What follows belongs to an exercise in optimizing a design on an open flow for small area; a production flow would make more cautious choices.
At most, simulation tests tie the RTL to the original design; equivalence was not proved.
No activity file was given, so power comes from the tool's default toggle rates.

== run 1 ==
Design pe_array, start of the top module:
module pe_array(
  input  clk_i,
  input  rst_ni,
  input  clr_i,
  output clr_o,
  input  we_i,
  output we_o,
  input  [1:0] mode_i,
  input  [64-1:0] srca_word_i,
  output [64-1:0] srca_word_o,
  input  [8-1:0] srcb_i,
  output [64-1:0] wordp_o
);
Settings: LEC_CHECK=0, ABC_AREA=0, CAP_MARGIN=20, CORE_MARGIN=2, CORE_UTILIZATION=75, CTS_CLUSTER_DIAMETER=70, CTS_CLUSTER_SIZE=20, GPL_TIMING_DRIVEN=0, SLEW_MARGIN=20, SYNTH_HIERARCHICAL=1; clock period 6.0 ns.
standard.sh (not shown) runs the stock make flow with config.mk's settings and CLKGATE_MAP_FILE= SYNTH_SCRIPT=/design/flow/synth_recipe.tcl, a recipe that flattens the netlist after the stock synthesis.
==> flow/flow/run.sh <==
#!/bin/bash
# The standard layout (standard synthesis, floorplan, placement, CTS, routing)
# with one change in how the layout is made: the port buffers use the
# smallest buffer cell (the resizer still upsizes any that need it).
set -o pipefail
bash standard.sh "BUFFER_PORTS_ARGS=-buffer_cell sky130_fd_sc_hd__buf_1" finish > standard.log 2>&1
From the logs: run 1 reached the end of the flow and failed the layout checks with negative setup slack.
What run 2 does differently from run 1 at the input level:
# run 1
export LEC_CHECK = 0
export ABC_AREA = 0
export CAP_MARGIN = 20
export CORE_MARGIN = 2
export CORE_UTILIZATION = 75
export CTS_CLUSTER_DIAMETER = 70
export CTS_CLUSTER_SIZE = 20
export GPL_TIMING_DRIVEN = 0
export SLEW_MARGIN = 20
export SYNTH_HIERARCHICAL = 1
create_clock -name core_clock -period 6.0 [get_ports {clk_i}]
# run 2
export LEC_CHECK = 0
export ABC_AREA = 1
export CAP_MARGIN = 0
export CORE_MARGIN = 2
export CORE_UTILIZATION = 75
export CTS_CLUSTER_DIAMETER = 70
export CTS_CLUSTER_SIZE = 20
export SLEW_MARGIN = 0
export SYNTH_HIERARCHICAL = 1
create_clock -name core_clock -period 6.0 [get_ports {clk_i}]
[summary]
Run 2 ran to completion and came out clean on the timing, design-rule and antenna checks.
Looking only at core area, and setting everything else aside, the higher value of run 1 and run 2 goes to run 2.
Total negative setup slack sits higher in run 2 than in run 1.
Compared with run 1, in run 2 count of non-CTS buffers in the layout -25, first-iteration DRC count now sits lower, layout clock buffer count shows an increase of about 10%.
Sort run 1 and run 2 by utilization after layout, descending, and run 1 comes first.
Run 2: total area of multi-input combinational cells about 5% below run 1
Going from run 1 to run 2, via count grew by a few percent.
The sequential cell fraction of total power reported for run 2 is smaller than that of run 1 by 0.4 points.
| post-synthesis instance area | lower: run 1 |
[run 2] routed length on met3 fell 20% relative to run 1
Modified inputs, run 3 compared to run 2
# run 2
export LEC_CHECK = 0
export ABC_AREA = 1
export CAP_MARGIN = 0
export CORE_MARGIN = 2
export CORE_UTILIZATION = 75
export CTS_CLUSTER_DIAMETER = 70
export CTS_CLUSTER_SIZE = 20
export SLEW_MARGIN = 0
export SYNTH_HIERARCHICAL = 1
create_clock -name core_clock -period 6.0 [get_ports {clk_i}]
# run 3
export LEC_CHECK = 0
export ABC_AREA = 0
export CAP_MARGIN = 20
export CORE_MARGIN = 2
export CORE_UTILIZATION = 75
export CTS_CLUSTER_DIAMETER = 70
export CTS_CLUSTER_SIZE = 20
export SLEW_MARGIN = 20
export SYNTH_HIERARCHICAL = 1
create_clock -name core_clock -period 6.0 [get_ports {clk_i}]
Results
- On arithmetic-cell share of the synthesized area counting full adders, half adders and majority gates: between run 2 and run 3, it ends up lower for run 2.
- Run 3 gives more final critical path time including I/O delays and setup than run 2 did.
- Between run 2 and run 3, maximum resistive drop on vdd increased.
- Run 3 does worse than run 2 on power.
- Higher maximum clock rate among run 2 and run 3: run 2
- Diff run 2 and run 3: routed wire length lower in run 2
- On run 3: number of buffers outside the clock class in the layout is about 4.6% higher than what run 2 gave.
- Compared to run 2, run 3 shows a narrower setup margin.
- Run 3 vs run 2 — sequential power climbed by a few percent
- Looking at run 2 and run 3, the data required time at the worst endpoint is a wash.
Changes in run 4 relative to run 3:
# run 3
export LEC_CHECK = 0
export ABC_AREA = 0
export CAP_MARGIN = 20
export CORE_MARGIN = 2
export CORE_UTILIZATION = 75
export CTS_CLUSTER_DIAMETER = 70
export CTS_CLUSTER_SIZE = 20
export SLEW_MARGIN = 20
export SYNTH_HIERARCHICAL = 1
create_clock -name core_clock -period 6.0 [get_ports {clk_i}]
# run 4
export LEC_CHECK = 0
export ABC_AREA = 1
export CAP_MARGIN = 20
export CORE_MARGIN = 2
export CORE_UTILIZATION = 75
export CTS_CLUSTER_DIAMETER = 60
export CTS_CLUSTER_SIZE = 26
export SLEW_MARGIN = 20
export SYNTH_HIERARCHICAL = 1
create_clock -name core_clock -period 6.0 [get_ports {clk_i}]
--- outcome ---
Run 4 went all the way through synthesis, placement and routing and the layout is clean on timing, DRC and antenna.
Run 4 has more setup slack than run 3.
Per the comparison of run 4 with run 3, relative area of clock buffers and inverters in the final design now larger; pin slew with the least headroom to its limit now larger.
Between run 4 and run 3, the difference in area used by sequential logic in the layout is negligible.
Run 4 vs. run 3: hold slack went down by 0.0041 ns.

========
pe_array again, from the RTL that the note above started with.
export LEC_CHECK = 0
export ABC_AREA = 0
export CAP_MARGIN = 20
export CORE_MARGIN = 2
export CORE_UTILIZATION = 75
export CTS_CLUSTER_DIAMETER = 70
export CTS_CLUSTER_SIZE = 20
export SETUP_SLACK_MARGIN = 0.1
export SLEW_MARGIN = 20
export SYNTH_HIERARCHICAL = 1
create_clock -name core_clock -period 6.0 [get_ports {clk_i}]
==> flow/flow/run.sh <==
#!/bin/bash
# The standard layout (standard synthesis, floorplan, placement, CTS, routing)
# with two changes in how the layout is made: the port buffers use the
# smallest buffer cell (the resizer still upsizes any that need it), and
# clock tree synthesis adds no dummy loads for balancing.
set -o pipefail
bash standard.sh "BUFFER_PORTS_ARGS=-buffer_cell sky130_fd_sc_hd__buf_1" \
  "CTS_ARGS=-sink_clustering_enable -repair_clock_nets -sink_clustering_size 30 -sink_clustering_max_diameter 60 -dont_use_dummy_load" \
  finish > standard.log 2>&1
The baseline completed without violations.
Then changed:
==> flow/flow/run.sh (replaced) <==
#!/bin/bash
# The standard layout (standard synthesis, floorplan, placement, CTS, routing)
# with one change in how the layout is made: the port buffers use the
# smallest buffer cell (the resizer still upsizes any that need it).
set -o pipefail
bash standard.sh "BUFFER_PORTS_ARGS=-buffer_cell sky130_fd_sc_hd__buf_1" finish > standard.log 2>&1
=> The changed run went through all stages and came out clean; worst setup slack gains 22 ps; hold slack gains 6.3 ps; utilization came out higher by 0.20 points; fmax came out higher slightly; sequential cell count is unchanged; clock-buffer cell count came out higher by 12; power came out higher slightly; first-iteration DRC count came out higher by a few percent.
Then changed:
Settings changed: ABC_AREA 0 to 1, SETUP_SLACK_MARGIN 0.1 to not set.
Critical path depth rose by 1. Die area increases by 2.1%. Routed wire length increases by 1.3%. Global-route usage came out lower by 0.41 points.
Then changed:
Settings changed: ABC_AREA 1 to 0, SETUP_SLACK_MARGIN set to 0.2.
After rerunning: The new run completed without violations. Setup slack improves by 83 ps. Routed wire length falls by about 0.7%. Synthesized area falls by 2.1%. Core utilization falls by 0.10 points. Clock skew rises by 4.6 ps. Count of clock-buffer cells in the layout falls by 1. Total power falls by about 0.45%. Die area falls by about 2%.

========
== 02-15 ==
pe_array, a different RTL version from the one above (not shown whole).
Size in the first run: ~2500 cells after synthesis, ~410 flip-flops.
clock: 6.0 ns
lec_check: 0
abc_area: 1
cap_margin: 20
core_margin: 2
core_utilization: 85
cts_cluster_diameter: 70
cts_cluster_size: 20
slew_margin: 20
synth_hierarchical: 1
==> flow/flow/run.sh <==
#!/bin/bash
# The standard layout (standard synthesis, floorplan, placement, CTS, routing)
# with one change in how the layout is made: the port buffers use the
# smallest buffer cell (the resizer still upsizes any that need it).
set -o pipefail
bash standard.sh "BUFFER_PORTS_ARGS=-buffer_cell sky130_fd_sc_hd__buf_1" finish > standard.log 2>&1
What ended 02-15 was a tool error in global routing (5_1_grt); the run never finished.
#### Input delta (12-03 over 02-15)
Settings: CORE_UTILIZATION changed from 85 to 75.
--- outcome ---
Summary of 12-03 and 02-15: one run falls short of a clean finish, namely 02-15. 02-15 got as far as global routing (5_1_grt), where a tool error ended the run. Comparing 12-03 against 02-15, there is no change at all in I/O pin count. Delta (12-03 minus 02-15): clock net sink count closely matched the old numbers, worst-case setup slack after placement now sits higher. Area after synthesis delta (12-03 -> 02-15): insignificant. Going from 02-15 to 12-03, number of placed instances, taps included now larger, width of the die now larger, placer congestion estimate now smaller.
Function was not checked in any run of this note: the RTL went through the layout flow alone.

========
## build 44
Another version of the RTL of pe_array (not shown whole).
Size in the first run: ~2800 cells after synthesis, about 350 flip-flops, about 210 I/O pins, roughly 28000 µm² of cells after synthesis.
clock: 6.0 ns
lec_check: 0
abc_area: 1
cap_margin: 20
core_margin: 2
core_utilization: 60
cts_cluster_diameter: 100
cts_cluster_size: 30
slew_margin: 20
synth_hierarchical: 1
run.sh (not shown) runs the stock make flow with config.mk's settings and CLKGATE_MAP_FILE= SYNTH_SCRIPT=/design/flow/synth_recipe.tcl, a recipe that flattens the netlist after the stock synthesis.
Stock flow here: none of the scripts above is used.
Build 44 | status: complete | timing, DRC, antenna: pass
Inputs modified between build 44 and build 63:
==> flow/flow/run.sh (new file) <==
#!/bin/bash
# The standard layout (standard synthesis, floorplan, placement, CTS, routing)
# with two changes in how the layout is made: the port buffers use the
# smallest buffer cell, and after global routing the resizer recovers area
# (downsizes cells) on paths with timing slack.
set -o pipefail
bash standard.sh "BUFFER_PORTS_ARGS=-buffer_cell sky130_fd_sc_hd__buf_1" RECOVER_POWER=100 finish > standard.log 2>&1
==> flow/standard.sh (new file) <==
#!/bin/bash
# synth_recipe.tcl (not shown) runs the flow's synth.tcl, then flattens the netlist and writes it again
# the make line also repeats each setting of config.mk as NAME=value (left out here)
make -C /OpenROAD-flow-scripts/flow DESIGN_CONFIG=/design/flow/config.mk WORK_HOME=/design/flow/orfs CLKGATE_MAP_FILE= SYNTH_SCRIPT=/design/flow/synth_recipe.tcl "${@:-finish}"
diff --git a/flow/config.mk b/flow/config.mk
--- a/flow/config.mk
+++ b/flow/config.mk
@@ -12,2 +11,0 @@
-export CTS_CLUSTER_DIAMETER = 100
-export CTS_CLUSTER_SIZE = 30
removed: flow/run.sh
Results
Every stage of build 63 finished as expected; the final checks, on the other hand, flagged max-capacitance violations, max-slew violations, which means the layout fails. The count of clock buffers in the final design number comes out lower for build 44 vs build 63. Per the comparison of build 63 with build 44, number of global-route vias before repair moved down; power in sequential cells level; clock power moved up; hold slack level.
The inputs of build 16 differ from those of build 63 as listed below.
==> flow/run.sh (new file) <==
#!/bin/bash
# synth_recipe.tcl (not shown) runs the flow's synth.tcl, then flattens the netlist and writes it again
# the make line also repeats each setting of config.mk as NAME=value (left out here)
make -C /OpenROAD-flow-scripts/flow DESIGN_CONFIG=/design/flow/config.mk WORK_HOME=/design/flow/orfs CLKGATE_MAP_FILE= SYNTH_SCRIPT=/design/flow/synth_recipe.tcl finish
diff --git a/flow/config.mk b/flow/config.mk
--- a/flow/config.mk
+++ b/flow/config.mk
@@ -11,0 +12 @@
+export CTS_BUF_LIST = sky130_fd_sc_hd__clkbuf_4
removed: flow/flow/run.sh
removed: flow/standard.sh
--- outcome ---
- Build 16 closes out successfully: all stages finished, all timing, DRC and antenna checks passed.
- Going from build 63 to build 16, sequential cell area share shows a reduction of 0.95 points; highest fanout seen on the critical path shows an increase of 38.
- Against build 63, build 16 comes in 19 nW/µm² lower on ratio of total power to cell area.

========
== v32 ==
pe_array, a different RTL version from the one above (not shown whole).
Size: about 2500 cells after synthesis, about 410 flip-flops, ~210 I/O pins, roughly 24000 sq um of cells after synthesis.
## pe_array
module pe_array(
  input  clk_i,
  input  rst_ni,
  input  clr_i,
  output clr_o,
  input  we_i,
  output we_o,
  input  [1:0] mode_i,
  input  [64-1:0] srca_word_i,
  output [64-1:0] srca_word_o,
  input  [8-1:0] srcb_i,
  output [64-1:0] wordp_o
);
==> flow/config.mk <==
export PLATFORM = sky130hd
export DESIGN_NAME = pe_array
export DESIGN_NICKNAME = pe_array
export VERILOG_FILES = /design/flow/design.v
export SDC_FILE = /design/flow/constraint.sdc
export NUM_CORES = 4
export LEC_CHECK = 0
export ABC_AREA = 1
export CAP_MARGIN = 20
export CORE_MARGIN = 2
export CORE_UTILIZATION = 60
export CTS_CLUSTER_DIAMETER = 70
export CTS_CLUSTER_SIZE = 20
export SLEW_MARGIN = 20
export SYNTH_HIERARCHICAL = 1
==> flow/constraint.sdc <==
create_clock -name core_clock -period 6.0 [get_ports {clk_i}]
set_input_delay 1.2000 -clock core_clock [delete_from_list [all_inputs] [get_ports {clk_i}]]
set_output_delay 1.2000 -clock core_clock [all_outputs]
set_load 0.01 [all_outputs]
standard.sh (not shown) runs the stock make flow with config.mk's settings and CLKGATE_MAP_FILE= SYNTH_SCRIPT=/design/flow/synth_recipe.tcl, a recipe that flattens the netlist after the stock synthesis.
==> flow/flow/run.sh <==
#!/bin/bash
# The standard layout (standard synthesis, floorplan, placement, CTS, routing)
# with one change in how the layout is made: the port buffers use the
# smallest buffer cell (the resizer still upsizes any that need it).
set -o pipefail
bash standard.sh "BUFFER_PORTS_ARGS=-buffer_cell sky130_fd_sc_hd__buf_1" finish > standard.log 2>&1
v32 finished every stage and its layout cleared the timing, design-rule and antenna checks.
Here is what was changed in the inputs of v16 compared with v32.
--- a/flow/config.mk
+++ b/flow/config.mk
@@ -11,4 +11,5 @@
 export CORE_UTILIZATION = 60
-export CTS_CLUSTER_DIAMETER = 70
-export CTS_CLUSTER_SIZE = 20
+export CTS_BUF_LIST = sky130_fd_sc_hd__clkbuf_8
+export CTS_CLUSTER_DIAMETER = 50
+export CTS_CLUSTER_SIZE = 12
 export SLEW_MARGIN = 20
## What came out
- Across v16 and v32, the outcome is the same: a clean finish for every run.
- Maximum operating frequency: v16 vs v32 — no meaningful difference
- NOTE count of non-CTS buffers in the layout v32->v16 decreased slightly
- Diff v32 -> v16: cell-internal power held steady; share of the core filled with cells in the final layout barely changed; worst hold slack now sits at about the same level.
- Any difference in sequential share of layout area between v16 and v32 is small enough to ignore.

========
Setup of lane 1:
pe_array with an RTL version that a note above also has.
Size: ~2800 cells after synthesis, about 350 flip-flops, roughly 210 I/O pins.
// pe_array
module pe_array(
  input  clk_i,
  input  rst_ni,
  input  clr_i,
  output clr_o,
  input  we_i,
  output we_o,
  input  [1:0] mode_i,
  input  [64-1:0] srca_word_i,
  output [64-1:0] srca_word_o,
  input  [8-1:0] srcb_i,
  output [64-1:0] wordp_o
);
clock: 6.0 ns
lec_check: 0
abc_area: 1
cap_margin: 20
core_margin: 2
core_utilization: 60
cts_cluster_diameter: 70
cts_cluster_size: 20
slew_margin: 20
synth_hierarchical: 1
Scripts as last shown in full above: flow/flow/run.sh
Inputs modified between lane 1 and lane 2:
# lane 1
export LEC_CHECK = 0
export ABC_AREA = 1
export CAP_MARGIN = 20
export CORE_MARGIN = 2
export CORE_UTILIZATION = 60
export CTS_CLUSTER_DIAMETER = 70
export CTS_CLUSTER_SIZE = 20
export SLEW_MARGIN = 20
export SYNTH_HIERARCHICAL = 1
create_clock -name core_clock -period 6.0 [get_ports {clk_i}]
# lane 2
export LEC_CHECK = 0
export ABC_AREA = 1
export CAP_MARGIN = 20
export CORE_MARGIN = 2
export CORE_UTILIZATION = 40
export SLEW_MARGIN = 20
export SYNTH_HIERARCHICAL = 1
create_clock -name core_clock -period 6.0 [get_ports {clk_i}]
==> flow/run.sh (new file) <==
#!/bin/bash
# synth_recipe.tcl (not shown) runs the flow's synth.tcl, then flattens the netlist and writes it again
# the make line also repeats each setting of config.mk as NAME=value (left out here)
make -C /OpenROAD-flow-scripts/flow DESIGN_CONFIG=/design/flow/config.mk WORK_HOME=/design/flow/orfs CLKGATE_MAP_FILE= SYNTH_SCRIPT=/design/flow/synth_recipe.tcl finish
removed: flow/flow/run.sh
removed: flow/standard.sh
--- outcome ---
| final period demand of the worst path | lane 2 vs lane 1 | better |
The non-clock buffer count number comes out lower for lane 1 vs lane 2.
From lane 2 to lane 1, number of gates on the worst path with buffers counted did not move at all.
[diff] switching power, lane 2 relative to lane 1: improvement
Looking at met2 usage in global routing across lane 2 and lane 1, the one that comes out lower is lane 2.
Compared with lane 1, lane 2 improves setup slack of the critical path after layout.
> inputs changed (lane 2 -> lane 3)
# lane 2
export LEC_CHECK = 0
export ABC_AREA = 1
export CAP_MARGIN = 20
export CORE_MARGIN = 2
export CORE_UTILIZATION = 40
export SLEW_MARGIN = 20
export SYNTH_HIERARCHICAL = 1
create_clock -name core_clock -period 6.0 [get_ports {clk_i}]
# lane 3
export LEC_CHECK = 0
export ABC_AREA = 1
export CAP_MARGIN = 20
export CORE_MARGIN = 2
export CORE_UTILIZATION = 60
export CTS_CLUSTER_DIAMETER = 70
export CTS_CLUSTER_SIZE = 20
export SLEW_MARGIN = 20
export SYNTH_HIERARCHICAL = 1
create_clock -name core_clock -period 6.0 [get_ports {clk_i}]
Notes after the runs:
Delta (lane 3 minus lane 2): final cell count fell by 369, per-cell via count in the routed design rose by 0.57, ratio of total power to cell area fell by 2.9%, post-layout total power fell by about 6%.
The final layout from lane 3, which completed every stage, passed the timing, design-rule and antenna checks at the end of the flow.
Lane 3 ends up with higher post-route fraction of the period consumed by the critical path than lane 2 does.
Looking at number of clock buffers in the layout, lane 3 sits about 27% lower than lane 2 does.
Delta(number of buffers inserted during clock tree synthesis, lane 3 - lane 2) < 0
Area after detailed placement for lane 3: 520 µm² down relative to lane 2
Re CTS H-tree depth: lane 2 was higher than lane 3.

[separate check: timing with driven ports]
In the flow no input, the clock included, has a driving cell. The finished layouts below were timed again as built, in two steps. Step 1 assumes that a clkbuf_16 drives the clock port and a buf_2 every other input. Step 2 times the ports against the registers' clock, not the clock port: input delays grow and output delays shrink by t, the midpoint of the rising clock arrivals with the driver on. a / b / c = ideal ports / drivers / drivers and shift; a / b = the first two.
| run | shift t [ns] | slack for setup (ns) | latest minus earliest clock arrival (ns) | slew at the worst register clock pin (ns) | worst data-port slew with drivers (ns) |
|---|---|---|---|---|---|
| run 1 | 0.631 | -0.026 / -0.026 / -0.599 | 0.017 / 0.017 | 0.09 / 0.09 | 0.05 |
| run 2 | 0.621 | 0.244 / 0.244 / -0.322 | 0.023 / 0.022 | 0.09 / 0.09 | 0.05 |
| run 3 | 0.628 | 0.065 / 0.065 / -0.366 | 0.024 / 0.024 | 0.09 / 0.09 | 0.07 |
| run 4 | 0.639 | 0.225 / 0.225 / -0.333 | 0.026 / 0.026 | 0.10 / 0.10 | 0.06 |
| the first run of note 2 | 0.625 | 0.267 / 0.290 / -0.324 | 0.055 / 0.055 | 0.09 / 0.09 | 0.07 |
| the second run of note 2 | 0.616 | 0.289 / 0.318 / -0.295 | 0.020 / 0.020 | 0.09 / 0.09 | 0.08 |
| the third run of note 2 | 0.621 | 0.244 / 0.244 / -0.322 | 0.023 / 0.022 | 0.09 / 0.09 | 0.05 |
| the fourth run of note 2 | 0.619 | 0.328 / 0.328 / -0.251 | 0.023 / 0.023 | 0.09 / 0.09 | 0.08 |
| 12-03 | 0.631 | 0.216 / 0.216 / -0.350 | 0.025 / 0.025 | 0.09 / 0.09 | 0.05 |
| build 44 | 0.611 | 0.186 / 0.186 / 0.186 | 0.037 / 0.037 | 0.12 / 0.12 | 0.07 |
| build 63 | 0.631 | 0.249 / 0.249 / 0.119 | 0.035 / 0.034 | 0.06 / 0.06 | 0.04 |
| build 16 | 0.903 | 0.163 / 0.163 / 0.163 | 0.068 / 0.068 | 0.08 / 0.08 | 0.06 |
| v32 | 0.637 | 0.221 / 0.221 / -0.272 | 0.030 / 0.030 | 0.09 / 0.09 | 0.07 |
| v16 | 0.681 | 0.224 / 0.224 / -0.264 | 0.026 / 0.027 | 0.09 / 0.09 | 0.07 |
| lane 1 | 0.615 | 0.189 / 0.189 / 0.189 | 0.027 / 0.027 | 0.08 / 0.08 | 0.04 |
| lane 2 | 0.638 | 0.271 / 0.271 / 0.243 | 0.027 / 0.026 | 0.07 / 0.07 | 0.06 |
| lane 3 | 0.652 | 0.170 / 0.170 / 0.170 | 0.029 / 0.028 | 0.08 / 0.08 | 0.06 |
Met with ideal ports but missed after step 2: setup timing in 10 of these runs. For the first run of note 2, which loses most, drivers alone change the setup slack by +0.023 ns; drivers and shift together by -0.591 ns.
